From an optimization exercise on the open Yosys and OpenROAD flow, aimed at small area; shortcuts taken in it are not production practice. In this exercise RTL edits were held to simulation tests only and were not proved equivalent to the original. No driver is modelled on the clock port, so clocking that relies on it looks cheaper here than on a real chip. Power and IR drop assume default switching activity.

## flow/flow/downsize_clk.tcl

```tcl
# Replace clock-tree buffers by a smaller size where the flip-flop clock-pin
# slew stays below a limit (placement parasitics), then write the database back.
# env: ODB SDC LIB TLEF LEF RC SMALL LIMIT_NS
read_lef $::env(TLEF)
read_lef $::env(LEF)
read_liberty $::env(LIB)
read_db $::env(ODB)
read_sdc $::env(SDC)
source $::env(RC)
set_propagated_clock [all_clocks]
estimate_parasitics -placement
proc worst_clk_slew {} {
  set w 0
  foreach pin [get_pins -hierarchical */CLK] {
    set s [get_property $pin slew_max]
    if {$s > $w} {set w $s}
  }
  return $w
}
set limit $::env(LIMIT_NS)
puts "start worst clock-pin slew [worst_clk_slew]"
set bufs {}
foreach inst [get_cells *] {
  set m [get_property $inst ref_name]
  if {[string match sky130_fd_sc_hd__clkbuf_* $m]} { lappend bufs [list [get_property $inst full_name] $m] }
}
set n 0
foreach b $bufs {
  lassign $b name master
  foreach small $::env(SMALL) {
    if {$small eq $master} break
    replace_cell [get_cells $name] $small
    estimate_parasitics -placement
    if {[worst_clk_slew] > $limit} {
      replace_cell [get_cells $name] $master
      estimate_parasitics -placement
    } else { incr n; break }
  }
}
puts "downsized $n of [llength $bufs] clock buffers; worst clock-pin slew [worst_clk_slew]"
report_worst_slack -min
report_worst_slack -max
write_db $::env(ODB)
```

## flow/standard.sh

```bash
#!/bin/bash
# synth_recipe.tcl (not shown) runs the flow's synth.tcl, then flattens the netlist and writes it again
# the make line also repeats each setting of config.mk as NAME=value (left out here)
make -C /OpenROAD-flow-scripts/flow DESIGN_CONFIG=/design/flow/config.mk WORK_HOME=/design/flow/orfs CLKGATE_MAP_FILE= SYNTH_SCRIPT=/design/flow/synth_recipe.tcl "${@:-finish}"
```

## flow/config.mk

```make
export PLATFORM = sky130hd
export DESIGN_NAME = ServoController
export DESIGN_NICKNAME = ServoController
export VERILOG_FILES = /design/flow/design.v
export SDC_FILE = /design/flow/constraint.sdc
export NUM_CORES = 4
export LEC_CHECK = 0
export CAP_MARGIN = 20
export CORE_MARGIN = 2
export CORE_UTILIZATION = 85
export SLEW_MARGIN = 20
```

## flow/flow/resyn.tcl

```tcl
# Re-map the combinational logic of the standard synthesis netlist for area.
# Flip-flops are kept as they are (same instances, names and cell types).
# env: IN_V OUT_V LIB MAP TOP ABC_SCRIPT DONT_USE
yosys read_liberty -lib -ignore_miss_dir $::env(LIB)
yosys read_verilog -defer $::env(IN_V)
yosys hierarchy -top $::env(TOP)
yosys tee -o $::env(OUT_V).before.stat stat -liberty $::env(LIB)
yosys read_verilog -lib $::env(MAP)
yosys techmap -map $::env(MAP)
yosys techmap
yosys opt -purge
set du {}
foreach c $::env(DONT_USE) { lappend du -dont_use $c }
yosys abc -liberty $::env(LIB) {*}$du -script $::env(ABC_SCRIPT)
yosys opt_clean -purge
yosys splitnets
yosys opt_clean -purge
yosys hilomap -singleton -hicell sky130_fd_sc_hd__conb_1 HI -locell sky130_fd_sc_hd__conb_1 LO
yosys insbuf -buf sky130_fd_sc_hd__buf_4 A X
yosys check -assert
yosys tee -o $::env(OUT_V).stat stat -liberty $::env(LIB)
yosys write_verilog -noattr -nohex -nodec $::env(OUT_V)
```

## flow/design.v

```verilog
module ServoController(clk_i, rst_i, PWM, sclk, miso, mosi, c_en);
input clk_i;
input rst_i;	 
output wire [7:0] PWM;
input sclk, mosi, c_en;
output wire miso;
reg [2:0] SCKr;
reg [2:0] SSELr;
reg [1:0] MOSIr;
always @(posedge clk_i)
	if (rst_i) begin
		SCKr <= 3'b000;
		SSELr <= 3'b000;
	end else begin
		SCKr <= {SCKr[1:0], sclk};
		SSELr <= {SSELr[1:0], c_en};
	end
always @(posedge clk_i) MOSIr <= {MOSIr[0], mosi};
wire sck_rise = (SCKr[2:1] == 2'b01);
wire sck_fall = (SCKr[2:1] == 2'b10);
wire ssel_active = ~SSELr[1];
wire ssel_start = (SSELr[2:1] == 2'b10);
reg [2:0] bitcnt;
always @(posedge clk_i)
	if (rst_i) bitcnt <= 3'b000;
	else if (~ssel_active) bitcnt <= 3'b000;
	else if (sck_rise) bitcnt <= bitcnt + 3'b001;
reg [7:0] rx;
always @(posedge clk_i)
	if (ssel_active && sck_rise) rx <= {rx[6:0], MOSIr[1]};
reg br;		 
reg br_d1;	 
reg par;	 
always @(posedge clk_i) begin
	br <= ~rst_i & ssel_active & sck_rise & (bitcnt == 3'b111);
	br_d1 <= br;
	par <= ~rst_i & (par ^ br);
end
wire wr_ev = par & (br | br_d1);
reg pinv;		 
reg [2:0] paddr;	 
always @(posedge clk_i)
	if (rst_i) begin
		pinv <= 1'b0;
		paddr <= 3'b000;
	end else if (wr_ev) begin
		pinv <= |rx[7:3];
		paddr <= rx[2:0];
	end
wire [7:0] wdata = rx & {8{~rst_i}};
reg [7:0] sd [0:7];	 
reg [7:0] pos [0:7];	 
reg z;
reg nfirst;	 
reg [3:0] p;
reg [7:0] s;
reg [8:0] k;
wire term = (k == 9'h000);
wire wrap = term & (s == 8'hff);
wire load = ~z & (p == 4'h0) & (s == 8'd183) & (k == 9'h07a);	 
wire longstep = (s[3:0] == 4'd15) | (s[3:0] == 4'd2) | (s[3:0] == 4'd4) |
		(s[3:0] == 4'd6) | (s[3:0] == 4'd9) | (s[3:0] == 4'd11) |
		(s[3:0] == 4'd13);
always @(posedge clk_i) begin
	z <= rst_i | load;
	nfirst <= ~rst_i & (nfirst | load);
	if (rst_i) p <= 4'h0;
	else if (z | wrap) p <= {p[2:0], ~(p[3] ^ p[2])};
	if (z) begin
		s <= 8'd110;
		k <= 9'h0b6;
	end else if (term) begin
		s <= s + 8'd1;
		k <= longstep ? 9'h036 : 9'h06c;
	end else
		k <= {k[7:0], ~(k[8] ^ k[4])};
end
wire phase_b = (p == 4'h3);
wire pwm_all = (p == 4'h1) | (phase_b & (s == 8'd0));
wire pwm_cmp = phase_b & nfirst;
function ge8(input [7:0] a, input [7:0] b);
	integer j;
	reg c;
	begin
		c = 1'b1;
		for (j = 0; j < 8; j = j + 1)
			c = (a[j] & ~b[j]) | ((a[j] | ~b[j]) & c);
		ge8 = c;
	end
endfunction
genvar i;
generate
for (i = 0; i < 8; i = i + 1) begin : ch
	always @(posedge clk_i) begin
		if (rst_i | (wr_ev & ~pinv & (paddr == i))) sd[i] <= wdata;
		if (load) pos[i] <= sd[i];
	end
	assign PWM[i] = pwm_all | (pwm_cmp & ge8(pos[i], s));
end
endgenerate
reg [7:0] q;
always @(posedge clk_i)
	if (rst_i) q <= 8'hff;
	else if (ssel_start) q <= q + 8'h1;
reg sv;
always @(posedge clk_i)
	if (rst_i) sv <= 1'b0;
	else if (ssel_start) sv <= 1'b1;
	else if (ssel_active & sck_fall & (bitcnt == 3'b000)) sv <= 1'b0;
reg rs;
always @(posedge clk_i) rs <= ~rst_i & (sck_rise | (rs & ~ssel_start));
wire [2:0] idx = ~bitcnt + {2'b00, SCKr[2] & rs};
wire miso_now = sv & q[idx];
reg miso_prev;
always @(posedge clk_i) miso_prev <= miso;
assign miso = SSELr[2] ? miso_prev : miso_now;
endmodule
```

## flow/flow/mkmap.py

```python
# Writes a yosys techmap file that gives every combinational sky130hd cell
# its logic function (from the liberty 'function' attributes).
import re, sys
lib = sys.argv[1]
txt = open(lib).read()
out = []
# split into cell blocks
for m in re.finditer(r'\n\s*cell\s*\(\s*"?(\w+)"?\s*\)\s*\{', txt):
    name = m.group(1)
    start = m.end()
    depth = 1; i = start
    while depth:
        c = txt[i]
        if c == '{': depth += 1
        elif c == '}': depth -= 1
        i += 1
    body = txt[start:i]
    if re.search(r'\b(ff|latch|statetable)\s*\(', body): continue
    pins = []
    for pm in re.finditer(r'\n\s*pin\s*\(\s*"?(\w+)"?\s*\)\s*\{', body):
        ps = pm.end(); d = 1; j = ps
        while d:
            c = body[j]
            if c == '{': d += 1
            elif c == '}': d -= 1
            j += 1
        pb = body[ps:j]
        dirm = re.search(r'direction\s*:\s*"?(\w+)"?', pb)
        fm = re.search(r'\bfunction\s*:\s*"([^"]*)"', pb)
        pins.append((pm.group(1), dirm.group(1) if dirm else None, fm.group(1) if fm else None))
    ins = [p for p in pins if p[1] == 'input']
    outs = [p for p in pins if p[1] == 'output']
    if not outs or any(o[2] is None for o in outs): continue
    if any(p[1] not in ('input', 'output') for p in pins): continue
    def conv(f):
        f = f.replace('!', '~').replace('+', '|').replace('*', '&')
        f = re.sub(r'\)\s*\(', ') & (', f)
        # implicit AND by space between operands
        f = re.sub(r'(\w|\))\s+(?=[\w(~])', r'\1 & ', f)
        return f
    ports = [p[0] for p in ins] + [p[0] for p in outs]
    s = "module %s(%s);\n" % (name, ", ".join(ports))
    for p in ins: s += "  input %s;\n" % p[0]
    for p in outs: s += "  output %s;\n  assign %s = %s;\n" % (p[0], p[0], conv(p[2]))
    s += "endmodule\n"
    out.append(s)
open(sys.argv[2], 'w').write("(* techmap_celltype = \"\" *)\n" if False else "")
open(sys.argv[2], 'a').write("".join(out))
print(len(out), "cells")
```

## flow/flow/resyn.abc

```
strash
dch -f
amap
topo
```

## flow/constraint.sdc

```tcl
create_clock -name core_clock -period 10.0 [get_ports {clk_i}]
set_input_delay 2.0000 -clock core_clock [delete_from_list [all_inputs] [get_ports {clk_i}]]
set_output_delay 2.0000 -clock core_clock [all_outputs]
set_load 0.01 [all_outputs]
```

## flow/flow/run.sh

```bash
#!/bin/bash
# Layout flow: the standard synthesis, then an area-oriented re-mapping of
# its combinational logic (registers untouched), then the standard ORFS flow
# with small port buffers and a clock tree without dummy loads, whose
# buffers are downsized after CTS where the clock-pin slew allows.
set -u
HERE=$(pwd)
R=$HERE/orfs/results/$FLOW_PLATFORM/ServoController/base
P=$FLOW_HOME/platforms/$FLOW_PLATFORM
LIB=$P/lib/sky130_fd_sc_hd__tt_025C_1v80.lib
ARGS=('BUFFER_PORTS_ARGS=-buffer_cell sky130_fd_sc_hd__buf_1'
      'CTS_ARGS=-sink_clustering_enable -repair_clock_nets -dont_use_dummy_load -buf_list {sky130_fd_sc_hd__clkbuf_8}')

bash standard.sh synth > synth.log 2>&1 || { echo "standard synthesis failed"; exit 1; }
cp $R/1_2_yosys.v standard_1_2_yosys.v

python3 flow/mkmap.py $LIB combmap.v > mkmap.log 2>&1
export LIB MAP=$HERE/combmap.v TOP=$FLOW_TOP IN_V=$HERE/standard_1_2_yosys.v OUT_V=$HERE/resyn.v ABC_SCRIPT=$HERE/flow/resyn.abc
export DONT_USE="$(sed -n '/DONT_USE_CELLS/,/^#/p' $P/config.mk | grep -o 'sky130_fd_sc_hd__[a-z0-9_]*' | tr '\n' ' ')"
if yosys -c flow/resyn.tcl > resyn.log 2>&1 && [ -s resyn.v ]; then
  cp resyn.v $R/1_2_yosys.v
  rm -f $R/1_synth.odb
else
  echo "re-mapping failed; keeping the standard netlist"
fi

bash standard.sh "${ARGS[@]}" cts > flow_to_cts.log 2>&1 || { echo "flow up to CTS failed"; exit 1; }

cp $R/4_cts.odb 4_cts_before_downsize.odb
if ODB=$R/4_cts.odb SDC=$R/4_cts.sdc TLEF=$P/lef/sky130_fd_sc_hd.tlef LEF=$P/lef/sky130_fd_sc_hd_merged.lef \
   RC=$P/setRC.tcl SMALL="sky130_fd_sc_hd__clkbuf_4" LIMIT_NS=0.118 \
   openroad -no_init -exit flow/downsize_clk.tcl > downsize_clk.log 2>&1; then
  touch $R/4_cts.odb
else
  echo "clock buffer downsizing failed; keeping the CTS result"
  cp 4_cts_before_downsize.odb $R/4_cts.odb
fi
rm -f 4_cts_before_downsize.odb

bash standard.sh "${ARGS[@]}" finish > flow.log 2>&1
```

==> summary.txt, run 1 <==
- Max Cap Violations: 0
- H-tree depth: 4
- Pre-CTS setup slack: 5.413 ns
- Width of the chip: 93.64 um
- Crit start category: register
- Final #Nets: about 550
- DR WL/cell: 25.10 um
- # clock sinks: 188
- Final GP Congestion: 0.8686
- Antenna Nets Post-Route: 0
- Finished Cell Area: approximately 7200 um2
- Syn_area_per_cell: roughly 13 um2
- Setup_tns: 0 ns
- Synth Instances: 514
- Syn Nets: 519
- Clock latency (worst-skew pair): 0.57 ns
- DRC Markers: 0
- Via count: 4705
- Tot Pwr: 1.230 mW
- Yosys Warn Count: 3
- # Post-CTS Setup Buffers: 0
- Post-DR vias/cell: between 7 and 8
- Layout cell share with drive strength beyond 1: 3.663%
- Num CTS Buffers: 17
- Total iterations of the first detailed-routing run: 7
- Worst setup margin: 4.465 ns
- Total global-route track usage: 40.64%
- Critical Path RT: 8.00 ns
- Crit path DAT: 3.54 ns
- CTS tree: done
- Count of pins over their slew limit: 0
- Cell depth of the worst setup path: 9
- Crit. End Element: output port
- Initial antenna violation count: 0
- # IOs: 14
- Initial core utilization: 87.92%
- Final hold vios: 0
- Layout area overhead: 5.405%
- # port buffers: 13
- Fillers: 234
- Crit-path cells: clkinv_1, nand2_1, or4_1, o22ai_1, clkinv_1, nand2_1, clkinv_1, nor3_1, buf_1
- Rows: 32
- Status: complete, no violations
- Core area: about 8000 um2
- Hold Crit Depth: 0
- HPWL Detailed: 9461 um
- CP max-delay cell: or4_1
- Post-Syn Area: around 6800 um2
- Critical path type: register to output port
- CTS root buf: clkbuf_8
- Resize count post-CTS: 0
- Relative slew slack: 46.48%
- Diodes inserted: 0
- Final setup violation count: 0
- CP delay by family, top: simple AND/OR/NAND/NOR gates
- RSZ-0062 raised after global routing: no
- Worst Path Buf+Inv: 4
- Chip height: roughly 94 um
- Post-cts hold buffer count: 0
- Final period util: 55.35%
- Crit Path Max Fanout: 16
- First-pass GRT wire length: 25170 um
- Worst hold path type: register to register
- GRT Residual Overflow: 0
- FMAX: between 0.15 and 0.2 GHz
- Post-Route WL: 16270 um
- Largest net degree at the start of global routing: 67
- DIE AREA: roughly 8800 um2
- Cell mode on critical path: clkinv_1
- Lkg Pwr: about 2.4 nW
- Initial DRC Count: 720
- R2R depth: 13
- Slowest stage delay, CP: 0.51 ns
- Power Dens Cells: 170.9 nW/um2
- Clock buffer depth: 2
- Vias in the first global route: 4607
- Least-Margin Pin Slew: 0.8028 ns
- Crit path time final: approximately 5.5 ns
- Max VDD drop: between 100 and 150 uV
- Worst-path clk slew: 0.12 ns
- Clk_skew: 0.04137 ns
- Placed inst area: 7027 um2
==> area by class of cell <==
cell class              count  area [um2]  area share (%)
clock buffers              17       171.4           2.381
inverters                  49       183.9           2.555
multi-input cells         277        1526           21.21
flip-flops and latches    188        5125           71.20
well taps                 102       127.6           1.773
repair buffers             15       63.81          0.8865
==> registers in the layout, summed over array words and instances, names as in the netlist <==
name,cells
MOSIr,2
SCKr,3
SSELr,3
bitcnt,3
br,1
br_d1,1
k,9
miso_prev,1
nfirst,1
p,4
paddr,3
par,1
pinv,1
pos,64
q,8
rs,1
rx,8
s,8
sd,64
sv,1
z,1
==> layer usage <==
metal / wire, um / GRT usage [%]
met5: 0 / 0
met4: 875 / 21.74
met3: 1567 / 10.72
met2: 8266 / 68.53
met1: 5557 / 48.23
==> worst register-to-register path, cell delays in order (launching register included) <==
cell and delay [ns]:
dfxtp_1 0.34, or4_1 0.57, nor4_1 0.48, clkinv_1 0.37, nor2_1 0.21, nand2_1 0.12, nor2_1 0.30, nand2_1 0.15
nor2_1 0.20, nand2_1 0.13, o21ai_0 0.48, clkinv_1 0.30, a22oi_1 0.25, nor2_1 0.07
==> through the flow <==
stage	util, %	hold slack (ns)	std cells
finish	92.67	0.3905	648
global placement	90.46	0.3200	631
detailed placement	90.46	0.3150	631
floorplan	-	0.3096	514
CTS	93.48	0.3359	648
global route	92.67	0.4057	648
==> cells in the final DEF, fill, tap and decap left out, drive strengths merged, types with 2 or more instances in the layout <==
| cell | count |
|---|---|
| dfxtp | 52 |
| a221oi | 14 |
| nor2 | 66 |
| nor3 | 11 |
| o21a | 3 |
| nor2b | 13 |
| a222oi | 3 |
| a22oi | 6 |
| edfxtp | 136 |
| or2 | 5 |
| nand2 | 35 |
| o211ai | 2 |
| o21ai | 30 |
| or4 | 2 |
| buf | 15 |
| o221ai | 5 |
| nor4 | 4 |
| clkinv | 49 |
| o22ai | 16 |
| and2 | 2 |
| nand4 | 3 |
| a31oi | 2 |
| o22a | 3 |
| clkbuf | 17 |
| and3 | 3 |
| a211oi | 10 |
| nand3 | 14 |
| a21oi | 13 |
| a2111oi | 3 |
| o32ai | 3 |
==> path summary, 6_finish.rpt <==
kind / start / end / slack [ns]
max: s[3] / PWM[6] / 4.46
min reg2reg: MOSIr[0] / MOSIr[1] / 0.39
min: MOSIr[0] / MOSIr[1] / 0.39
max reg2reg: k[0] / p[0] / 5.89
==> power by group <==
group | total (mW) | switching (mW) | internal (mW)
Sequential | 0.867 | 0.0104 | 0.856
Clock | 0.326 | 0.218 | 0.107
Combinational | 0.0381 | 0.0289 | 0.00922
Total | 1.23 | 0.258 | 0.973
==> run 2, diff against run 1 <==
--- a/flow/flow/run.sh
+++ b/flow/flow/run.sh
@@ -29,5 +29,5 @@
 cp $R/4_cts.odb 4_cts_before_downsize.odb
 if ODB=$R/4_cts.odb SDC=$R/4_cts.sdc TLEF=$P/lef/sky130_fd_sc_hd.tlef LEF=$P/lef/sky130_fd_sc_hd_merged.lef \
-   RC=$P/setRC.tcl SMALL="sky130_fd_sc_hd__clkbuf_4" LIMIT_NS=0.118 \
+   RC=$P/setRC.tcl SMALL="sky130_fd_sc_hd__clkbuf_4" LIMIT_NS=0.110 \
    openroad -no_init -exit flow/downsize_clk.tcl > downsize_clk.log 2>&1; then
   touch $R/4_cts.odb
--- a/flow/config.mk
+++ b/flow/config.mk
@@ -8,4 +8,4 @@
 export CAP_MARGIN = 20
 export CORE_MARGIN = 2
-export CORE_UTILIZATION = 85
+export CORE_UTILIZATION = 70
 export SLEW_MARGIN = 20
==> summary.txt, run 2 <==
- DR WL/cell: 18.27 um (-27%)
- RSZ-0062 raised after global routing: no
- CTS root buf: clkbuf_8
- Comb power frac: 2.9% (-0.2 points)
- Worst-path clk slew: 0.08 ns (-0.04 ns)
- Hold Crit Depth: 0 (unchanged)
- Crit. End Element: output port
- Layout area overhead: 6.156%
- FMAX: 0.1974 GHz (+9.3%)
- Final period util: 50.65% (-4.7 points)
- Multi-input combinational cell area: 1526 um2 (unchanged)
- Final setup violation count: 0 (unchanged)
- Fillers: 646 (+180%)
- Initial core utilization: 70.85% (-17 points)
- DRC Markers: 0 (unchanged)
- Resize count post-CTS: 0 (unchanged)
- Via count: 4150 (-12%)
- # Post-CTS Setup Buffers: 0 (unchanged)
- Width of the chip: 102.8 um (+9.8%)
- Largest net degree at the start of global routing: 67 (unchanged)
- Syn_area_per_cell: 13.29 um2 (unchanged)
- RR Endpoint: p[0]
- Slowest stage delay, CP: 0.52 ns (about the same)
- Hold EP: MOSIr[1]
- Num CTS Buffers: 17 (unchanged)
- Placed inst area: 7066 um2 (+0.55%)
- Synth Instances: 514 (unchanged)
- Crit-path cells: clkinv_1, nand2_1, or4_1, o22ai_1, clkinv_1, nand2_1, clkinv_1, a31oi_1, buf_1
- Chip height: 102.8 um (+9.8%)
- Final core occ: 75.21% (-17 points)
- Crit Path Max Fanout: 16 (unchanged)
- Layout cell share with drive strength beyond 1: 3.663% (unchanged)
- GRT Residual Overflow: 0 (unchanged)
- Rows: 36 (+13%)
- Psw: 0.2350 mW (-8.8%)
- Final hold vios: 0 (unchanged)
- Seq. cell area: 5125 um2 (unchanged)
- Critical Path RT: 8.00 ns (about the same)
- Clock network power share: 26.0% (-0.5 points)
- Crit path time final: 5.065 ns (-0.4705 ns)
- Cell-internal power: 0.9808 mW (+0.81%)
- CTS tree: done
- Total iterations of the first detailed-routing run: 6 (-1)
- Clk_skew: 0.03887 ns (-0.002504 ns)
- Finished Cell Area: 7249 um2 (+0.71%)
- Reg2Reg Launch Point: k[2]
- # port buffers: 13 (unchanged)
- Min Hold Slack: 0.3345 ns (-0.05603 ns)
- Least-Margin Pin Slew: 0.8057 ns (+0.002953 ns)
- Crit path DAT: 3.06 ns (-0.48 ns)
- Status: complete, no violations
- Total global-route track usage: 25.25% (-15 points)
- Lkg Pwr: 2.398 nW (+0.22%)
- H-tree depth: 4 (unchanged)
- R2R setup slack: 6.23 ns (+0.34 ns)
- Vias in the first global route: 3945 (-14%)
- Post-cts hold buffer count: 0 (unchanged)
- Critical path type: register to output port
- # IOs: 14 (unchanged)
- Commonest non-fill, non-tap cell in the layout: edfxtp_1
- Count of pins over their slew limit: 0 (unchanged)
- Core area: 9639 um2 (+24%)
- Biggest regs: pos: 64 flops, sd: 64 flops, k: 9 flops
- CP max-delay cell: or4_1
- Post-Route WL: 12400 um (-24%)
- Post-Syn Area: 6829 um2 (unchanged)
- Tot Pwr: 1.216 mW (-1.2%)
- # clock sinks: 188 (unchanged)
- Worst hold path type: register to register
- Max VDD drop: 119.3 uV (-9.2%)
- Setup_tns: 0 ns (unchanged)
- HPWL Detailed: 8625 um (-8.8%)
- DIE AREA: 10560 um2 (+20%)
- Yosys Warn Count: 3 (unchanged)
- Clock buffer depth: 2 (unchanged)
- Clock latency (worst-skew pair): 0.56 ns (about the same)
- Power Dens Cells: 167.7 nW/um2 (-1.9%)
- Post-DR vias/cell: 6.112 (-16%)
- First-pass GRT wire length: 19160 um (-24%)
- HP Start: MOSIr[0]
- Flop pwr share: 71.1% (+0.7 points)
- Relative slew slack: 46.28% (-0.20 points)
- Initial DRC Count: 252 (-65%)
- Syn Nets: 519 (unchanged)
- Antenna Nets Post-Route: 0 (unchanged)
- Crit start category: register
- Initial antenna violation count: 0 (unchanged)
- Diodes inserted: 0 (unchanged)
- Final GP Congestion: 0.8435 (-2.9%)
- R2R depth: 13 (unchanged)
- Cell mode on critical path: clkinv_1
- Highest-count cells in the layout ignoring fill and taps: 136 x edfxtp_1, 66 x nor2_1, 52 x dfxtp_1, 49 x clkinv_1, 35 x nand2_1
- Max Cap Violations: 0 (unchanged)
- Final #Nets: 553 (unchanged)
- Sw frac: 19.33% (-1.6 points)
[run 2: layout make-up]
| type | count | share of cell area, % |
|---|---|---|
| well taps | 133 | 2.295 |
| clock buffers | 17 | 2.537 |
| multi-input cells | 277 | 21.06 |
| repair buffers | 15 | 0.8802 |
| flip-flops and latches | 188 | 70.69 |
| inverters | 49 | 2.537 |
[run 2: power groups by stage]
stage	clock [mW]	combinational (mW)	sequential, mW
after floorplan	0	0.0223	0.879
after global placement	0	0.0342	0.881
after detailed placement	0	0.0355	0.883
after CTS	0.363	0.0355	0.865
after global routing	0.351	0.0394	0.867
final	0.316	0.0355	0.865
[run 2: worst max path at each step]
stage	startpoint	end	slack (ns)	cells after the start
after CTS	s[3]	PWM[1]	5.01	9
after global routing	s[3]	PWM[1]	4.63	9
after detailed placement	s[3]	PWM[1]	5.51	9
after floorplan	s[2]	pos[0][0]	2.10	4
after global placement	s[3]	PWM[1]	5.59	9
final	s[3]	PWM[1]	4.94	9
[run 2: worst max-delay path, delay by kind of cell, from the launching register on]
kind	cells	cell delay, ns
buf+inv	4	0.77
flops	1	0.36
simple gates	3	0.76
compound gates	2	0.63
[run 2: metal layers]
layer  share of wire (%)  vias to the layer above  wire (um)  GRT usage [%]
met4                 2.3                        0        285          11.03
met2                  53                      135       6515          44.70
met3                 4.6                       22        566          5.492
met1                  41                     2004       5036          29.92
li1                    -                     1989          -              -
met5                   0                        -          0              0
[run 2: through the flow]
step | worst slack, ns | cells
after CTS | 5.010 | 679
after floorplan | 2.104 | 514
final | 4.935 | 679
after global routing | 4.632 | 679
after global placement | 5.591 | 662
after detailed placement | 5.509 | 662
==> run 3, diff against run 2 <==
--- a/flow/design.v
+++ b/flow/design.v
@@ -54,12 +54,13 @@
 reg nfirst;	 
 reg [3:0] p;
-reg [7:0] s;
+reg [7:0] sn;
 reg [8:0] k;
-wire term = (k == 9'h000);
-wire wrap = term & (s == 8'hff);
-wire load = ~z & (p == 4'h0) & (s == 8'd183) & (k == 9'h07a);	 
-wire longstep = (s[3:0] == 4'd15) | (s[3:0] == 4'd2) | (s[3:0] == 4'd4) |
-		(s[3:0] == 4'd6) | (s[3:0] == 4'd9) | (s[3:0] == 4'd11) |
-		(s[3:0] == 4'd13);
+wire term = (k == 9'h04d);
+wire wrap = term & (sn == 8'h00);				 
+wire load = ~z & (p == 4'h0) & (sn == 8'h48) & (k == 9'h07f);	 
+wire [3:0] sl = ~sn[3:0];
+wire longstep = (sl == 4'd15) | (sl == 4'd2) | (sl == 4'd4) |
+		(sl == 4'd6) | (sl == 4'd9) | (sl == 4'd11) |
+		(sl == 4'd13);
 always @(posedge clk_i) begin
 	z <= rst_i | load;
@@ -68,16 +69,16 @@
 	else if (z | wrap) p <= {p[2:0], ~(p[3] ^ p[2])};
 	if (z) begin
-		s <= 8'd110;
-		k <= 9'h0b6;
+		sn <= 8'h91;	 
+		k <= 9'h16f;
 	end else if (term) begin
-		s <= s + 8'd1;
-		k <= longstep ? 9'h036 : 9'h06c;
+		sn <= sn - 8'd1;
+		k <= longstep ? 9'h1f7 : 9'h1ef;
 	end else
-		k <= {k[7:0], ~(k[8] ^ k[4])};
+		k <= {k[7:0], ~(k[8] ^ k[1])};
 end
 wire phase_b = (p == 4'h3);
-wire pwm_all = (p == 4'h1) | (phase_b & (s == 8'd0));
+wire pwm_all = (p == 4'h1) | (phase_b & (sn == 8'hff));
 wire pwm_cmp = phase_b & nfirst;
-function ge8(input [7:0] a, input [7:0] b);
+function ge8(input [7:0] a, input [7:0] bn);
 	integer j;
 	reg c;
@@ -85,5 +86,5 @@
 		c = 1'b1;
 		for (j = 0; j < 8; j = j + 1)
-			c = (a[j] & ~b[j]) | ((a[j] | ~b[j]) & c);
+			c = (a[j] & bn[j]) | ((a[j] | bn[j]) & c);
 		ge8 = c;
 	end
@@ -96,5 +97,5 @@
 		if (load) pos[i] <= sd[i];
 	end
-	assign PWM[i] = pwm_all | (pwm_cmp & ge8(pos[i], s));
+	assign PWM[i] = pwm_all | (pwm_cmp & ge8(pos[i], sn));
 end
 endgenerate
--- a/flow/flow/run.sh
+++ b/flow/flow/run.sh
@@ -29,5 +29,5 @@
 cp $R/4_cts.odb 4_cts_before_downsize.odb
 if ODB=$R/4_cts.odb SDC=$R/4_cts.sdc TLEF=$P/lef/sky130_fd_sc_hd.tlef LEF=$P/lef/sky130_fd_sc_hd_merged.lef \
-   RC=$P/setRC.tcl SMALL="sky130_fd_sc_hd__clkbuf_4" LIMIT_NS=0.110 \
+   RC=$P/setRC.tcl SMALL="sky130_fd_sc_hd__clkbuf_4" LIMIT_NS=0.112 \
    openroad -no_init -exit flow/downsize_clk.tcl > downsize_clk.log 2>&1; then
   touch $R/4_cts.odb
--- a/flow/config.mk
+++ b/flow/config.mk
@@ -8,4 +8,4 @@
 export CAP_MARGIN = 20
 export CORE_MARGIN = 2
-export CORE_UTILIZATION = 70
+export CORE_UTILIZATION = 80
 export SLEW_MARGIN = 20
==> summary.txt, run 3 <==
- Status: complete, no violations
- Post-DR vias/cell: 7.053 (+15%)
- Post-Syn Area: 6844 um2 (+0.22%)
- First-pass GRT wire length: 21720 um (+13%)
- Crit start category: register
- Commonest non-fill, non-tap cell in the layout: edfxtp_1
- Post-cts hold buffer count: 0 (unchanged)
- # Post-CTS Setup Buffers: 0 (unchanged)
- RR Endpoint: p[1]
- Metal-1 WL: 5159 um (+2.4%)
- Final core occ: 87.39% (+12 points)
- CTS tree: done
- Placed inst area: 7046 um2 (-0.28%)
- Layout cell share with drive strength beyond 1: 3.731% (+0.068 points)
- Clock buffer depth: 2 (unchanged)
- Antenna Nets Post-Route: 0 (unchanged)
- Reg2Reg Launch Point: sn[3]
- Final setup violation count: 0 (unchanged)
- Num CTS Buffers: 17 (unchanged)
- Diodes inserted: 0 (unchanged)
- Final GP Congestion: 0.8779 (+4.1%)
- Critical path type: register to output port
- Yosys Warn Count: 3 (unchanged)
- Initial antenna violation count: 0 (unchanged)
- # IOs: 14 (unchanged)
- Crit path time final: 5.303 ns (+0.2380 ns)
- Syn Nets: 509 (-1.9%)
- HPWL Detailed: 9459 um (+9.7%)
- Pre-CTS setup slack: 5.597 ns (+0.08731 ns)
- Initial core utilization: 82.88% (+12 points)
- Least-Margin Pin Slew: 0.8277 ns (+0.02198 ns)
- Min Hold Slack: 0.3617 ns (+0.02722 ns)
- WL met2: 7570 um (+16%)
- Initial DRC Count: 468 (+86%)
- Total global-route track usage: 33.47% (+8.2 points)
- Crit path DAT: 3.30 ns (+0.24 ns)
- # clock sinks: 188 (unchanged)
- Total iterations of the first detailed-routing run: 8 (+2)
- Critical Path RT: 8.00 ns (about the same)
- Chip height: 96.50 um (-6.1%)
- Final hold vios: 0 (unchanged)
- Hold Crit Depth: 0 (unchanged)
- FMAX: 0.1886 GHz (-4.5%)
- DIE AREA: 9311 um2 (-12%)
- Count of pins over their slew limit: 0 (unchanged)
- Highest-count cells in the layout ignoring fill and taps: 136 x edfxtp_1, 57 x nor2_1, 52 x dfxtp_1, 46 x clkinv_1, 28 x nand2_1
- RSZ-0062 raised after global routing: no
- Biggest regs: pos: 64 flops, sd: 64 flops, k: 9 flops
- Worst-path clk slew: 0.10 ns (+0.02 ns)
- R2R setup slack: 7.17 ns (+0.94 ns)
- Post-Route WL: 14690 um (+18%)
- Crit. End Element: output port
- Max VDD drop: 116.4 uV (-2.5%)
- Clk_skew: 0.02729 ns (-0.01158 ns)
- Finished Cell Area: 7217 um2 (-0.45%)
- CTS root buf: clkbuf_8
- Top Layer Used: met4
- Final #Nets: 543 (-1.8%)
- GRT Residual Overflow: 0 (unchanged)
- DR WL/cell: 22.91 um (+25%)
- Rows: 33 (-8.3%)
- Hold EP: MOSIr[1]
- Worst hold path type: register to register
- Width of the chip: 96.50 um (-6.1%)
- Core area: 8258 um2 (-14%)
- Syn_area_per_cell: 13.58 um2 (+2.2%)
- Via count: 4521 (+8.9%)
- Crit Path Max Fanout: 22 (+6)
- Max Cap Violations: 0 (unchanged)
- Layout area overhead: 5.448%
- Met3 wire len: 1352 um (+140%)
- R2R depth: 8 (-5)
- Relative slew slack: 44.82% (-1.5 points)
- Lkg Pwr: 2.410 nW (+0.53%)
- Largest net degree at the start of global routing: 67 (unchanged)
- Synth Instances: 504 (-1.9%)
- HP Start: MOSIr[0]
- Final period util: 53.03% (+2.4 points)
- # port buffers: 13 (unchanged)
- H-tree depth: 4 (unchanged)
- Worst setup margin: 4.697 ns (-0.2380 ns)
- Setup_tns: 0 ns (unchanged)
- Vias in the first global route: 4149 (+5.2%)
- Power Dens Cells: 169.0 nW/um2 (+0.74%)
- Resize count post-CTS: 0 (unchanged)
- DRC Markers: 0 (unchanged)
- Clock latency (worst-skew pair): 0.56 ns (about the same)
## run 3: how the worst max path moves through the flow
stage	startpoint	endpoint	slack (ns)	cells past startpoint
after detailed placement	sn[1]	PWM[3]	5.60	9
after CTS	sn[1]	PWM[1]	4.94	10
after global routing	sn[1]	PWM[1]	4.61	10
final	sn[1]	PWM[1]	4.70	10
after floorplan	sn[6]	pos[0][0]	1.98	3
after global placement	sn[1]	PWM[1]	5.80	10
## run 3: worst max-delay path, cell delays in order (launching register included)
cell       delay (ns)
dfxtp_1          0.81
o22a_1           0.26
a21oi_1          0.05
a21oi_1          0.22
a221oi_1         0.07
nor2_1           0.16
a221oi_1         0.08
a2111oi_0        0.64
nor2_1           0.10
o21ai_0          0.16
buf_1            0.21
## run 3: where the power goes
group	total [mW]	leakage, nW	internal [mW]	switching (mW)
Sequential	0.865	1.73	0.856	0.00903
Combinational	0.0383	0.588	0.00958	0.0287
Clock	0.316	0.0963	0.107	0.209
Total	1.22	2.41	0.972	0.247
## run 3: layout make-up
class	instances	area [um2]
tap	105	131.4
multi-input combinational	270	1553
clock buffer	17	171.4
timing repair buffer	15	63.81
sequential	188	5125
inverter	46	172.7
fill	354	1041
## run 3: layer usage
layer  vias to the layer above  GRT usage (%)
li1                       1974              -
met1                      2133          39.46
met2                       338          57.93
met3                        76          9.620
met4                         0          14.08
met5                         -              0
## run 3: through the flow
stage                     cells  total power, mW
after floorplan             504           0.9009
after global placement      624           0.9151
after detailed placement    624           0.9193
after CTS                   641            1.268
after global routing        641            1.248
final                       641            1.219
==> run 4, diff against run 3 <==
--- a/flow/flow/run.sh
+++ b/flow/flow/run.sh
@@ -29,5 +29,5 @@
 cp $R/4_cts.odb 4_cts_before_downsize.odb
 if ODB=$R/4_cts.odb SDC=$R/4_cts.sdc TLEF=$P/lef/sky130_fd_sc_hd.tlef LEF=$P/lef/sky130_fd_sc_hd_merged.lef \
-   RC=$P/setRC.tcl SMALL="sky130_fd_sc_hd__clkbuf_4" LIMIT_NS=0.112 \
+   RC=$P/setRC.tcl SMALL="sky130_fd_sc_hd__clkbuf_4" LIMIT_NS=0.110 \
    openroad -no_init -exit flow/downsize_clk.tcl > downsize_clk.log 2>&1; then
   touch $R/4_cts.odb
--- a/flow/config.mk
+++ b/flow/config.mk
@@ -8,4 +8,4 @@
 export CAP_MARGIN = 20
 export CORE_MARGIN = 2
-export CORE_UTILIZATION = 80
+export CORE_UTILIZATION = 70
 export SLEW_MARGIN = 20
==> summary.txt, run 4 <==
- Post-Syn Area: 6844 um2 (unchanged)
- Via count: 4113 (-9.0%)
- Layout Cells excl Fill: 669 (+4.4%)
- Crit-path cells: o22a_1, a21oi_1, a21oi_1, a221oi_1, nor2_1, a221oi_1, a2111oi_0, nor2_1, o21ai_0, buf_1
- # IOs: 14 (unchanged)
- Clock buffer depth: 2 (unchanged)
- Post-Route WL: 12520 um (-15%)
- Critical path startpoint: sn[1]
- Clk_skew: 0.03894 ns (+0.01166 ns)
- DP Cell Count: 652 (+4.5%)
- # port buffers: 13 (unchanged)
- Least-Margin Pin Slew: 0.8091 ns (-0.01858 ns)
- Antenna Nets Post-Route: 0 (unchanged)
- Crit path DAT: 2.98 ns (-0.32 ns)
- Syn_area_per_cell: 13.58 um2 (unchanged)
- Final GP Congestion: 0.8330 (-5.1%)
- Num CTS Buffers: 17 (unchanged)
- Commonest non-fill, non-tap cell in the layout: edfxtp_1
- Initial core utilization: 71.00% (-12 points)
- # clock sinks: 188 (unchanged)
- Layout cell share with drive strength beyond 1: 3.731% (unchanged)
- Rows: 36 (+9.1%)
- Crit start category: register
- Diodes inserted: 0 (unchanged)
- RR Endpoint: p[0]
- DIE AREA: 10580 um2 (+14%)
- Status: complete, no violations
- Multi-input combinational cell area: 1553 um2 (unchanged)
- Setup_tns: 0 ns (unchanged)
- Final #Nets: 543 (unchanged)
- Power Dens Cells: 168.4 nW/um2 (-0.32%)
- Resize count post-CTS: 0 (unchanged)
- Post-cts hold buffer count: 0 (unchanged)
- Max Cap Violations: 0 (unchanged)
- Relative slew slack: 46.06% (+1.2 points)
- Highest-count cells in the layout ignoring fill and taps: 136 x edfxtp_1, 57 x nor2_1, 52 x dfxtp_1, 46 x clkinv_1, 28 x nand2_1
- Biggest regs: pos: 64 flops, sd: 64 flops, k: 9 flops
- Post-DR vias/cell: 6.148 (-13%)
- DR WL/cell: 18.72 um (-18%)
- Lkg Pwr: 2.418 nW (+0.32%)
- Total global-route track usage: 25.89% (-7.6 points)
- Syn Nets: 509 (unchanged)
- Worst hold path type: register to register
- Setup crit end: PWM[1]
- RSZ-0062 raised after global routing: no
- Worst-path clk slew: 0.08 ns (-0.02 ns)
- Crit path time final: 4.980 ns (-0.3228 ns)
- CTS root buf: clkbuf_8
- Chip height: 102.9 um (+6.6%)
- Reg2Reg Launch Point: sn[2]
- Vias in the first global route: 3921 (-5.5%)
- Initial DRC Count: 292 (-38%)
- R2R depth: 8 (unchanged)
- Final setup violation count: 0 (unchanged)
- Layout area overhead: 6.234%
- Synth Instances: 504 (unchanged)
- Initial antenna violation count: 0 (unchanged)
- HPWL Detailed: 8638 um (-8.7%)
- Yosys Warn Count: 3 (unchanged)
- Total iterations of the first detailed-routing run: 5 (-3)
- Critical Path RT: 8.00 ns (about the same)
- GRT Residual Overflow: 0 (unchanged)
- R2R setup slack: 7.29 ns (+0.12 ns)
- Largest net degree at the start of global routing: 67 (unchanged)
- Slowest stage delay, CP: 0.82 ns (about the same)
- DRC Markers: 0 (unchanged)
- Count of pins over their slew limit: 0 (unchanged)
- CP max-delay cell: dfxtp_1
- Clock latency (worst-skew pair): 0.58 ns (+0.02 ns)
- CTS tree: done
- # Post-CTS Setup Buffers: 0 (unchanged)
- Core area: 9639 um2 (+17%)
- First-pass GRT wire length: 19610 um (-9.7%)
- Width of the chip: 102.9 um (+6.6%)
- Seq. cell area: 5125 um2 (unchanged)
- Critical path type: register to output port
- Fillers: 625 (+77%)
- H-tree depth: 4 (unchanged)
- FMAX: 0.2008 GHz (+6.5%)
- Final hold vios: 0 (unchanged)
- Crit. End Element: output port
- Crit Path Max Fanout: 22 (unchanged)
- Final period util: 49.80% (-3.2 points)
- Max VDD drop: 145.7 uV (+25%)
==> run 4: worst max-delay path, delay by kind of cell (launching register included) <==
family / cells / cell delay [ns]
AO/OA/AOI/OAI: 7 / 1.19
buffers and inverters: 1 / 0.18
flip-flops: 1 / 0.82
AND/OR/NAND/NOR: 2 / 0.24
==> run 4: metrics by stage <==
stage | util, % | hold slack [ns] | area, um2 | setup WS [ns] | total power, mW
final | 75.43 | 0.3344 | 7271 | 5.020 | 1.224
after global routing | 75.43 | 0.3465 | 7271 | 4.677 | 1.272
after CTS | 75.88 | 0.3407 | 7315 | 5.176 | 1.270
after detailed placement | 73.46 | 0.3228 | 7081 | 5.658 | 0.9181
after global placement | 73.46 | 0.3186 | 7081 | 5.781 | 0.9156
after floorplan | - | 0.3096 | 6844 | 1.985 | 0.9009
==> run 4: report_power, final <==
group	internal, mW	leakage, nW	switching (mW)
registers	0.856	1.73	0.00786
clock network	0.120	0.104	0.205
logic	0.00958	0.588	0.0268
==> run 4: final cells by class <==
type / count / share of cell area [%]
Timing Repair Buffer: 15 / 0.8776
Sequential cell: 188 / 70.49
Clock buffer: 17 / 2.616
Inverter: 46 / 2.375
Tap cell: 133 / 2.289
Multi-Input combinational cell: 270 / 21.36
==> run 4: routing by layer <==
layer,up-vias,track usage (%),wire length [um]
li1,1966,-,-
met1,1956,30.90,4811
met4,0,10.53,376
met5,-,0,0
met2,154,44.36,6564
met3,37,7.729,771
==> run 4: worst min-delay path by stage <==
stage          depth (start not counted)  slack, ns  endpoint      from
5_1_grt                                0       0.35  MOSIr[1]  MOSIr[0]
4_1_cts                                0       0.34  MOSIr[1]  MOSIr[0]
6_report                               0       0.33  MOSIr[1]  MOSIr[0]
3_5_place_dp                           0       0.32  MOSIr[1]  MOSIr[0]
2_1_floorplan                          0       0.31  MOSIr[1]  MOSIr[0]
3_3_place_gp                           0       0.32  MOSIr[1]  MOSIr[0]
==> run 5, diff against run 4 <==
--- a/flow/flow/run.sh
+++ b/flow/flow/run.sh
@@ -16,7 +16,29 @@
 
 python3 flow/mkmap.py $LIB combmap.v > mkmap.log 2>&1
-export LIB MAP=$HERE/combmap.v TOP=$FLOW_TOP IN_V=$HERE/standard_1_2_yosys.v OUT_V=$HERE/resyn.v ABC_SCRIPT=$HERE/flow/resyn.abc
+export LIB MAP=$HERE/combmap.v TOP=$FLOW_TOP IN_V=$HERE/standard_1_2_yosys.v
 export DONT_USE="$(sed -n '/DONT_USE_CELLS/,/^#/p' $P/config.mk | grep -o 'sky130_fd_sc_hd__[a-z0-9_]*' | tr '\n' ' ')"
-if yosys -c flow/resyn.tcl > resyn.log 2>&1 && [ -s resyn.v ]; then
+# Re-map with each ABC script of flow/resyn_scripts.txt (4 at a time) and
+# keep the netlist with the smallest cell area.
+mkdir -p resyn
+n=0
+while IFS= read -r line; do
+  [ -z "$line" ] && continue
+  n=$((n+1))
+  echo "$line" | tr ';' '\n' > resyn/s$n.abc
+  ( ABC_SCRIPT=$HERE/resyn/s$n.abc OUT_V=$HERE/resyn/r$n.v timeout 600 yosys -c flow/resyn.tcl > resyn/r$n.log 2>&1 ) &
+  if (( n % 4 == 0 )); then wait; fi
+done < flow/resyn_scripts.txt
+wait
+best=""; best_area=""
+for i in $(seq 1 $n); do
+  if [ -s resyn/r$i.v ] && [ -s resyn/r$i.v.stat ]; then
+    a=$(grep "Chip area" resyn/r$i.v.stat | awk '{print $NF}')
+    echo "script $i: $a" >> resyn/summary.log
+    if [ -z "$best" ] || awk -v a=$a -v b=$best_area 'BEGIN{exit !(a<b)}'; then best=$i; best_area=$a; fi
+  fi
+done
+if [ -n "$best" ]; then
+  echo "chosen script $best ($best_area)" >> resyn/summary.log
+  cp resyn/r$best.v resyn.v
   cp resyn.v $R/1_2_yosys.v
   rm -f $R/1_synth.odb
==> flow/flow/resyn_scripts.txt (new file) <==
strash;dch -f;amap;topo
strash;dc2;dch -f;amap;topo
&get -n;&st;&deepsyn -I 10 -J 50 -S 7;&put;amap;topo
&get -n;&st;&deepsyn -I 10 -J 50 -S 1;&put;amap;topo
&get -n;&st;&deepsyn -I 10 -J 50 -S 2;&put;dch -f;amap;topo
&get -n;&st;&deepsyn -I 3 -J 20;&put;amap;topo
strash;dch -f;map -a;topo
&get -n;&st;&dch -f;&nf -R 1000 -p;&put
removed: flow/flow/resyn.abc
==> summary.txt, run 5 <==
- Rows: 35 (-2.8%)
- Num CTS Buffers: 17 (unchanged)
- CTS tree: done
- Post-Syn Area: 6756 um2 (-1.3%)
- Status: complete, no violations
- Clk_skew: 0.04043 ns (+0.001486 ns)
- Commonest non-fill, non-tap cell in the layout: edfxtp_1
- Least-Margin Pin Slew: 0.8043 ns (-0.004826 ns)
- Slowest stage delay, CP: 0.73 ns (-0.09 ns)
- Via count: 3981 (-3.2%)
- Layout area overhead: 6.148% (about the same)
- Cell-internal power: 0.9793 mW (-0.54%)
- Worst Path Buf+Inv: 2 (+1)
- Diodes inserted: 0 (unchanged)
- Critical path type: register to output port
- Resize count post-CTS: 0 (unchanged)
- Clock network power share: 26.0% (-0.5 points)
- CTS root buf: clkbuf_8
- Relative slew slack: 46.38% (+0.32 points)
- Reg2Reg Launch Point: k[0]
- Final GP Congestion: 0.8273 (-0.68%)
- Metal-1 WL: 4888 um (+1.6%)
- Crit-path cells: clkinv_1, o21ai_0, nor3_1, o21ai_1, o211ai_1, buf_1
- Yosys Warn Count: 3 (unchanged)
- CP max-delay cell: dfxtp_1
- Top Layer Used: met4
- Crit. End Element: output port
- Clock latency (worst-skew pair): 0.56 ns (-0.02 ns)
- Crit start category: register
- Flop pwr share: 71.2% (+0.7 points)
- Final setup violation count: 0 (unchanged)
- Max VDD drop: 173.7 uV (+19%)
- First-pass GRT wire length: 18290 um (-6.7%)
- Final #Nets: 541 (-0.37%)
- # port buffers: 13 (unchanged)
- DRC Markers: 0 (unchanged)
- # IOs: 14 (unchanged)
- Final hold vios: 0 (unchanged)
- Chip height: 102.2 um (-0.62%)
- Critical path startpoint: sn[3]
- Met3 wire len: 441 um (-43%)
- Syn Nets: 507 (-0.39%)
- WL met2: 5925 um (-9.7%)
- Biggest regs: pos: 64 flops, sd: 64 flops, k: 9 flops
- GRT Residual Overflow: 0 (unchanged)
- Initial core utilization: 72.78% (+1.8 points)
- Initial DRC Count: 273 (-6.5%)
- Crit path DAT: 2.86 ns (-0.12 ns)
- Final period util: 48.61% (-1.2 points)
- Tot Pwr: 1.212 mW (-1.0%)
- Clock buffer depth: 2 (unchanged)
- Max Cap Violations: 0 (unchanged)
- Placed inst area: 6988 um2 (-1.3%)
- Post-cts hold buffer count: 0 (unchanged)
- Post-DR vias/cell: 6.005 (-2.3%)
- Total global-route track usage: 23.92% (-2.0 points)
- DR WL/cell: 17.26 um (-7.8%)
- Highest-count cells in the layout ignoring fill and taps: 136 x edfxtp_1, 57 x nor2_1, 52 x dfxtp_1, 48 x clkinv_1, 33 x nand2_1
- H-tree depth: 4 (unchanged)
- DP Cell Count: 646 (-0.92%)
- # Post-CTS Setup Buffers: 0 (unchanged)
- Antenna Nets Post-Route: 0 (unchanged)
- Lkg Pwr: 2.383 nW (-1.5%)
- Count of pins over their slew limit: 0 (unchanged)
- Total iterations of the first detailed-routing run: 5 (unchanged)
- Sw frac: 19.20% (-0.38 points)
- Synth Instances: 502 (-0.40%)
- Setup_tns: 0 ns (unchanged)
- Worst hold path type: register to register
- Worst-path clk slew: 0.10 ns (+0.02 ns)
- Comb power frac: 2.8% (-0.2 points)
- Psw: 0.2327 mW (-3.0%)
- RSZ-0062 raised after global routing: no
- Initial antenna violation count: 0 (unchanged)
- HPWL Detailed: 7879 um (-8.8%)
- Width of the chip: 102.2 um (-0.62%)
- Critical Path RT: 8.00 ns (about the same)
- Finished Cell Area: 7172 um2 (-1.4%)
- FMAX: 0.2057 GHz (+2.5%)
- DIE AREA: 10450 um2 (-1.2%)
- Post-Route WL: 11450 um (-8.6%)
- # clock sinks: 188 (unchanged)
- HP Start: MOSIr[0]
- Syn_area_per_cell: 13.46 um2 (-0.89%)
- Power Dens Cells: 169.0 nW/um2 (+0.35%)
- Crit path time final: 4.861 ns (-0.1193 ns)
- Layout Cells excl Fill: 663 (-0.90%)
- Core area: 9284 um2 (-3.7%)
- Vias in the first global route: 3784 (-3.5%)
- Largest net degree at the start of global routing: 67 (unchanged)
- CP delay by family, top: compound AO/OA/AOI/OAI gates
- Crit Path Max Fanout: 18 (-18%)
- Layout cell share with drive strength beyond 1: 3.745% (+0.014 points)
-- run 5: worst paths after layout --
path	slack [ns]	end	depth (start not counted)
worst max-delay path	5.14	PWM[0]	6
worst min-delay path	0.34	MOSIr[1]	0
worst max register to register	6.68	p[3]	12
worst min register to register	0.34	MOSIr[1]	0
-- run 5: power by group through the flow --
stage	Combinational, mW	Sequential (mW)	Clock (mW)
4_1_cts	0.0338	0.863	0.362
6_report	0.0335	0.863	0.316
2_1_floorplan	0.0211	0.877	0
3_5_place_dp	0.0337	0.881	0
5_1_grt	0.0375	0.865	0.350
3_3_place_gp	0.0325	0.879	0
-- run 5: per-layer routing --
| metal | global-route usage [%] | vias to the layer above |
|---|---|---|
| met3 | 6.019 | 22 |
| met1 | 29.89 | 1926 |
| met2 | 40.94 | 104 |
| met4 | 8.718 | 0 |
| li1 | - | 1929 |
| met5 | 0 | - |
-- run 5: cell type report --
class / count / area, um2
Clock buffer: 17 / 183.9
Sequential cell: 188 / 5125
Multi-Input combinational cell: 266 / 1458
Fill cell: 582 / 2112
Inverter: 48 / 180.2
Timing Repair Buffer: 15 / 63.81
Tap cell: 129 / 161.4
-- run 5: stage by stage --
| step | hold WS, ns | setup slack, ns | utilization, % |
|---|---|---|---|
| 6_report | 0.3390 | 5.139 | 77.25 |
| 5_1_grt | 0.3518 | 4.854 | 77.25 |
| 4_1_cts | 0.3450 | 4.987 | 77.79 |
| 3_5_place_dp | 0.3217 | 5.478 | 75.27 |
| 3_3_place_gp | 0.3184 | 5.678 | 75.27 |
| 2_1_floorplan | 0.3096 | 1.905 | - |
==> run 6, diff against run 5 <==
--- a/flow/flow/run.sh
+++ b/flow/flow/run.sh
@@ -51,5 +51,5 @@
 cp $R/4_cts.odb 4_cts_before_downsize.odb
 if ODB=$R/4_cts.odb SDC=$R/4_cts.sdc TLEF=$P/lef/sky130_fd_sc_hd.tlef LEF=$P/lef/sky130_fd_sc_hd_merged.lef \
-   RC=$P/setRC.tcl SMALL="sky130_fd_sc_hd__clkbuf_4" LIMIT_NS=0.110 \
+   RC=$P/setRC.tcl SMALL="sky130_fd_sc_hd__clkbuf_4" LIMIT_NS=0.112 \
    openroad -no_init -exit flow/downsize_clk.tcl > downsize_clk.log 2>&1; then
   touch $R/4_cts.odb
--- a/flow/config.mk
+++ b/flow/config.mk
@@ -8,4 +8,4 @@
 export CAP_MARGIN = 20
 export CORE_MARGIN = 2
-export CORE_UTILIZATION = 70
+export CORE_UTILIZATION = 80
 export SLEW_MARGIN = 20
==> summary.txt, run 6 <==
- Multi-input combinational cell area: 1458 um2 (unchanged)
- Initial DRC Count: 404 (+48%)
- Worst-path clk slew: 0.10 ns (about the same)
- DR WL/cell: 19.74 um (+14%)
- Reg2Reg Launch Point: k[0]
- Final hold vios: 0 (unchanged)
- Critical path startpoint: sn[3]
- Clk_skew: 0.03109 ns (-0.009340 ns)
- Total global-route track usage: 29.84% (+5.9 points)
- Core area: 8217 um2 (-11%)
- FMAX: 0.1997 GHz (-2.9%)
- Biggest regs: pos: 64 flops, sd: 64 flops, k: 9 flops
- Status: complete, no violations
- Final period util: 50.08% (+1.5 points)
- Rows: 33 (-5.7%)
- CP max-delay cell: dfxtp_1
- R2R depth: 12 (unchanged)
- Diodes inserted: 0 (unchanged)
- Width of the chip: 95.90 um (-6.2%)
- Pre-CTS setup slack: 5.398 ns (-0.07976 ns)
- Relative slew slack: 44.81% (-1.6 points)
- Post-Route WL: 12610 um (+10%)
- Worst Path Buf+Inv: 2 (unchanged)
- CTS root buf: clkbuf_8
- Crit path time final: 5.008 ns (+0.1476 ns)
- Worst setup margin: 4.992 ns (-0.1476 ns)
- Post-cts hold buffer count: 0 (unchanged)
- Vias in the first global route: 4024 (+6.3%)
- H-tree depth: 4 (unchanged)
- GRT Residual Overflow: 0 (unchanged)
- CTS tree: done
- Final #Nets: 541 (unchanged)
- Final setup violation count: 0 (unchanged)
- Setup_tns: 0 ns (unchanged)
- Clock latency (worst-skew pair): 0.58 ns (+0.02 ns)
- RSZ-0062 raised after global routing: no
- Antenna Nets Post-Route: 0 (unchanged)
- Post-Syn Area: 6756 um2 (unchanged)
- Layout cell share with drive strength beyond 1: 3.745% (unchanged)
- Worst hold path type: register to register
- Initial antenna violation count: 0 (unchanged)
- Least-Margin Pin Slew: 0.8223 ns (+0.01803 ns)
- Commonest non-fill, non-tap cell in the layout: edfxtp_1
- Num CTS Buffers: 17 (unchanged)
- Crit start category: register
- Total iterations of the first detailed-routing run: 5 (unchanged)
- # port buffers: 13 (unchanged)
- Slowest stage delay, CP: 0.72 ns (about the same)
- CP delay by family, top: compound AO/OA/AOI/OAI gates
- Layout area overhead: 5.611%
- Clock buffer depth: 2 (unchanged)
- Yosys Warn Count: 3 (unchanged)
- Count of pins over their slew limit: 0 (unchanged)
- Critical path type: register to output port
- Max Cap Violations: 0 (unchanged)
- Max VDD drop: 129.2 uV (-26%)
- Crit path DAT: 3.01 ns (+0.15 ns)
- Final GP Congestion: 0.7927 (-4.2%)
- DIE AREA: 9197 um2 (-12%)
- R2R setup slack: 6.72 ns (+0.04 ns)
- Syn Nets: 507 (unchanged)
- # Post-CTS Setup Buffers: 0 (unchanged)
- Lkg Pwr: 2.381 nW (-0.11%)
- Largest net degree at the start of global routing: 67 (unchanged)
- Crit Path Max Fanout: 18 (unchanged)
- Fillers: 387 (-34%)
- Chip height: 95.90 um (-6.2%)
- HPWL Detailed: 8403 um (+6.7%)
- Seq. cell area: 5125 um2 (unchanged)
- RR Endpoint: p[2]
- Setup crit end: PWM[4]
- # clock sinks: 188 (unchanged)
- Syn_area_per_cell: 13.46 um2 (unchanged)
- Initial core utilization: 82.23% (+9.5 points)
- Post-DR vias/cell: 6.540 (+8.9%)
- First-pass GRT wire length: 19500 um (+6.6%)
- Cell depth of the worst setup path: 6 (unchanged)
- # IOs: 14 (unchanged)
- Crit. End Element: output port
- Final core occ: 86.84% (+9.6 points)
- Synth Instances: 502 (unchanged)
- Crit-path cells: clkinv_1, o21ai_0, nor3_1, o21ai_1, o211ai_1, buf_1
- Power Dens Cells: 170.6 nW/um2 (+0.94%)
- Resize count post-CTS: 0 (unchanged)
- Via count: 4179 (+5.0%)
- Critical Path RT: 8.00 ns (about the same)
- DRC Markers: 0 (unchanged)
- Highest-count cells in the layout ignoring fill and taps: 136 x edfxtp_1, 57 x nor2_1, 52 x dfxtp_1, 48 x clkinv_1, 33 x nand2_1
run 6: per-stage QoR:
step | power (mW) | std cells | hold WS [ns] | area, um2
2_1_floorplan | 0.8986 | 502 | 0.3096 | 6756
3_3_place_gp | 0.9109 | 622 | 0.3186 | 6958
3_5_place_dp | 0.9142 | 622 | 0.3400 | 6958
4_1_cts | 1.262 | 639 | 0.3555 | 7192
5_1_grt | 1.247 | 639 | 0.3572 | 7136
6_report | 1.217 | 639 | 0.3501 | 7136
run 6: worst min path at each step:
stage          slack [ns]  cells after the start  startpoint       end
2_1_floorplan        0.31                      0    MOSIr[0]  MOSIr[1]
3_3_place_gp         0.32                      0    MOSIr[0]  MOSIr[1]
3_5_place_dp         0.34                      0    MOSIr[0]  MOSIr[1]
4_1_cts              0.36                      0    MOSIr[0]  MOSIr[1]
5_1_grt              0.36                      0    MOSIr[0]  MOSIr[1]
6_report             0.35                      0    MOSIr[0]  MOSIr[1]
run 6: layer usage:
| layer | vias to the layer above | track usage [%] | wire length (um) |
|---|---|---|---|
| met4 | 0 | 15.12 | 437 |
| met5 | - | 0 | 0 |
| met3 | 45 | 6.186 | 825 |
| li1 | 1933 | - | - |
| met2 | 219 | 52.51 | 6689 |
| met1 | 1982 | 34.78 | 4661 |
run 6: report_power, final:
part	total (mW)	leakage, nW	internal (mW)	switching (mW)
Combinational	0.0342	0.556	0.00893	0.0253
Sequential	0.863	1.73	0.855	0.00770
Clock	0.321	0.0989	0.111	0.209
run 6: layout make-up:
cell class	instances	area share (%)
Clock buffer	17	2.490
Inverter	48	2.525
Multi-Input combinational cell	266	20.43
Sequential cell	188	71.82
Tap cell	105	1.841
Timing Repair Buffer	15	0.8943
run 6: worst reg2reg max path, stage by stage, from the launching register on:
cell	delay [ns]
dfxtp_1	0.34
nand2_1	0.05
or4b_1	0.56
nor4_1	0.56
clkinv_1	0.22
nor3_1	0.32
nand2_1	0.15
nor2_1	0.15
clkinv_1	0.11
nor2_1	0.18
a21oi_1	0.15
or2_0	0.29
o22ai_1	0.17
==> run 7, diff against run 6 <==
--- a/flow/design.v
+++ b/flow/design.v
@@ -26,7 +26,7 @@
 	else if (~ssel_active) bitcnt <= 3'b000;
 	else if (sck_rise) bitcnt <= bitcnt + 3'b001;
-reg [7:0] rx;
+reg [7:0] rxn;
 always @(posedge clk_i)
-	if (ssel_active && sck_rise) rx <= {rx[6:0], MOSIr[1]};
+	if (ssel_active && sck_rise) rxn <= {rxn[6:0], ~MOSIr[1]};
 reg br;		 
 reg br_d1;	 
@@ -39,14 +39,14 @@
 wire wr_ev = par & (br | br_d1);
 reg pinv;		 
-reg [2:0] paddr;	 
+reg [2:0] paddrn;	 
 always @(posedge clk_i)
 	if (rst_i) begin
 		pinv <= 1'b0;
-		paddr <= 3'b000;
+		paddrn <= 3'b111;
 	end else if (wr_ev) begin
-		pinv <= |rx[7:3];
-		paddr <= rx[2:0];
+		pinv <= ~&rxn[7:3];
+		paddrn <= rxn[2:0];
 	end
-wire [7:0] wdata = rx & {8{~rst_i}};
+wire [7:0] wdata = ~(rxn | {8{rst_i}});
 reg [7:0] sd [0:7];	 
 reg [7:0] pos [0:7];	 
@@ -94,5 +94,5 @@
 for (i = 0; i < 8; i = i + 1) begin : ch
 	always @(posedge clk_i) begin
-		if (rst_i | (wr_ev & ~pinv & (paddr == i))) sd[i] <= wdata;
+		if (rst_i | (wr_ev & ~pinv & (paddrn == 7 - i))) sd[i] <= wdata;
 		if (load) pos[i] <= sd[i];
 	end
==> summary.txt, run 7 <==
- Crit Path Max Fanout: 13 (-5)
- Yosys Warn Count: 3 (unchanged)
- DRC Markers: 0 (unchanged)
- Vias in the first global route: 4127 (+2.6%)
- Clk_skew: 0.03901 ns (+0.007921 ns)
- GRT Residual Overflow: 0 (unchanged)
- Flop pwr share: 71.0% (about the same)
- Initial antenna violation count: 0 (unchanged)
- Fillers: 332 (-14%)
- Synth Instances: 494 (-1.6%)
- Lkg Pwr: 2.387 nW (+0.26%)
- Total iterations of the first detailed-routing run: 25 (+20)
- Clock buffer depth: 2 (unchanged)
- # IOs: 14 (unchanged)
- Clock network power share: 26.2% (about the same)
- Crit path DAT: 3.13 ns (+0.12 ns)
- Total global-route track usage: 32.61% (+2.8 points)
- Layout cell share with drive strength beyond 1: 3.985% (+0.24 points)
- DIE AREA: 9182 um2 (-0.16%)
- HPWL Detailed: 9073 um (+8.0%)
- Critical Path RT: 8.00 ns (about the same)
- CP max-delay cell: dfxtp_1
- Sw frac: 19.93% (+0.038 points)
- Antenna Nets Post-Route: 0 (unchanged)
- Width of the chip: 95.83 um (about the same)
- Post-Syn Area: 6745 um2 (-0.17%)
- Final core occ: 87.24% (+0.39 points)
- RSZ-0062 raised after global routing: no
- Cell-internal power: 0.9741 mW (-0.11%)
- Placed inst area: 6954 um2 (about the same)
- Worst hold path type: register to register
- Crit path time final: 5.128 ns (+0.1201 ns)
- Critical path type: register to output port
- Chip height: 95.83 um (about the same)
- Pre-CTS setup slack: 5.724 ns (+0.3254 ns)
- Psw: 0.2425 mW (+0.13%)
- Highest-count cells in the layout ignoring fill and taps: 136 x edfxtp_1, 52 x dfxtp_1, 52 x nor2_1, 45 x o21ai_0, 41 x clkinv_1
- Syn Nets: 499 (-1.6%)
- FMAX: 0.1950 GHz (-2.3%)
- Clock latency (worst-skew pair): 0.56 ns (-0.02 ns)
- Post-DR vias/cell: 6.854 (+4.8%)
- Power Dens Cells: 170.6 nW/um2 (about the same)
- Worst-path clk slew: 0.11 ns (about the same)
- Syn_area_per_cell: 13.65 um2 (+1.5%)
- Status: complete, no violations
- Num CTS Buffers: 17 (unchanged)
- Max VDD drop: 137.0 uV (+6.0%)
- Cell mode on critical path: o21ai_0
- Via count: 4332 (+3.7%)
- Post-Route WL: 14110 um (+12%)
- Crit-path cells: clkinv_1, a21oi_1, a222oi_1, o21ai_0, o21a_1, a221oi_1, o21ai_0, buf_1
- CTS root buf: clkbuf_8
- CTS tree: done
- Rows: 33 (unchanged)
- Count of pins over their slew limit: 0 (unchanged)
- First-pass GRT wire length: 21250 um (+9.0%)
- Diodes inserted: 0 (unchanged)
- Final GP Congestion: 0.8419 (+6.2%)
- Comb power frac: 2.8% (about the same)
- Slowest stage delay, CP: 0.69 ns (-0.03 ns)
- H-tree depth: 4 (unchanged)
- Final hold vios: 0 (unchanged)
- Setup_tns: 0 ns (unchanged)
- Crit start category: register
- Max Cap Violations: 0 (unchanged)
- # clock sinks: 188 (unchanged)
- Finished Cell Area: 7132 um2 (about the same)
- Min Hold Slack: 0.3427 ns (-0.007373 ns)
- Initial DRC Count: 505 (+25%)
- # port buffers: 13 (unchanged)
- Largest net degree at the start of global routing: 67 (unchanged)
- Core area: 8175 um2 (-0.50%)
- Initial core utilization: 82.51% (+0.28 points)
- Biggest regs: pos: 64 flops, sd: 64 flops, k: 9 flops
- Final setup violation count: 0 (unchanged)
- Relative slew slack: 33.02% (-12 points)
- Post-cts hold buffer count: 0 (unchanged)
- # Post-CTS Setup Buffers: 0 (unchanged)
- DR WL/cell: 22.33 um (+13%)
- Commonest non-fill, non-tap cell in the layout: edfxtp_1
- Resize count post-CTS: 0 (unchanged)
- Worst setup margin: 4.872 ns (-0.1201 ns)
- Least-Margin Pin Slew: 0.9943 ns (+0.1719 ns)
- Final #Nets: 534 (-1.3%)
- Layout area overhead: 5.732%
- Final period util: 51.28% (+1.2 points)
- Crit. End Element: output port
[run 7: changes by cell type in the layout (fill, tap and decap cells not counted), sizes merged, moves of 5 or more]
| cell | delta |
|---|---|
| a221oi | +7 |
| o22ai | -9 |
| o21a | +5 |
| o211ai | -7 |
| nor2 | -5 |
| nand3 | -7 |
| o21ai | +16 |
| a22oi | -6 |
| a221o | -7 |
| clkinv | -7 |
[run 7: cell type report]
cell class	count	area (um2)	share of cell area, %
Timing Repair Buffer	16	71.32	1.000
Tap cell	105	131.4	1.842
Clock buffer	17	177.7	2.491
Sequential cell	188	5125	71.86
Inverter	41	153.9	2.158
Multi-Input combinational cell	265	1473	20.65
[run 7: critical path: cells and delay by family (launching register included)]
| kind | cells | cell delay [ns] |
|---|---|---|
| flip-flops | 1 | 0.69 |
| buffers and inverters | 2 | 0.61 |
| AO/OA/AOI/OAI | 6 | 1.25 |
[run 7: worst paths after layout]
check,cells past startpoint,from,endpoint,slack [ns]
worst max register to register,17,k[2],p[0],6.64
worst min-delay path,0,MOSIr[0],MOSIr[1],0.34
worst max-delay path,8,sn[2],PWM[0],4.87
worst min register to register,0,MOSIr[0],MOSIr[1],0.34
[run 7: power by group through the flow]
stage	clock [mW]	sequential, mW	combinational [mW]
after floorplan	0	0.877	0.0200
after global placement	0	0.879	0.0311
after detailed placement	0	0.881	0.0335
after CTS	0.362	0.864	0.0339
after global routing	0.346	0.866	0.0377
final	0.319	0.864	0.0341
[run 7: per-stage QoR]
stage,cells,power [mW]
2_1_floorplan,494,0.8970
3_3_place_gp,615,0.9103
3_5_place_dp,615,0.9145
4_1_cts,632,1.260
5_1_grt,632,1.249
6_report,632,1.217
[run 7: layer usage]
layer / global-route usage [%] / vias up / routed length [um] / share of wire [%]
met3: 6.186 / 58 / 1125 / 8.0
met4: 13.57 / 0 / 551 / 3.9
met1: 40.98 / 2087 / 5138 / 36
met2: 56.29 / 269 / 7298 / 52
met5: 0 / - / 0 / 0
li1: - / 1918 / - / -

what the ideal ports hide:
The flow's constraints put no driver on any port. The routed layouts listed below were extracted and timed again, unchanged, in two steps. Step 1, drivers: a clkbuf_16 drives clk_i and a buf_2 each remaining input, both assumed. Step 2 moves the port delays by t, midway between the first and last clock arrival at a register: inputs arrive t later, outputs are due t later. That takes back most of the time a late clock gives input paths. a / b / c = no drivers / after step 1 / after step 2; a / b = the first two.
| run | t, ns | setup slack, ns | worst slew at a driven data input, ns | pins driven straight from the clock port |
|---|---|---|---|---|
| run 1 | 0.580 | 4.465 / 4.433 / 5.013 | 0.03 | 1 |
| run 2 | 0.571 | 4.935 / 4.906 / 5.477 | 0.03 | 1 |
| run 3 | 0.579 | 4.697 / 4.662 / 5.241 | 0.03 | 1 |
| run 4 | 0.595 | 5.020 / 4.986 / 5.581 | 0.03 | 1 |
| run 5 | 0.568 | 5.139 / 5.107 / 5.674 | 0.03 | 1 |
| run 6 | 0.590 | 4.992 / 4.962 / 5.552 | 0.04 | 1 |
| run 7 | 0.574 | 4.872 / 4.840 / 5.414 | 0.03 | 1 |
After both steps setup and hold are still met in every run listed.
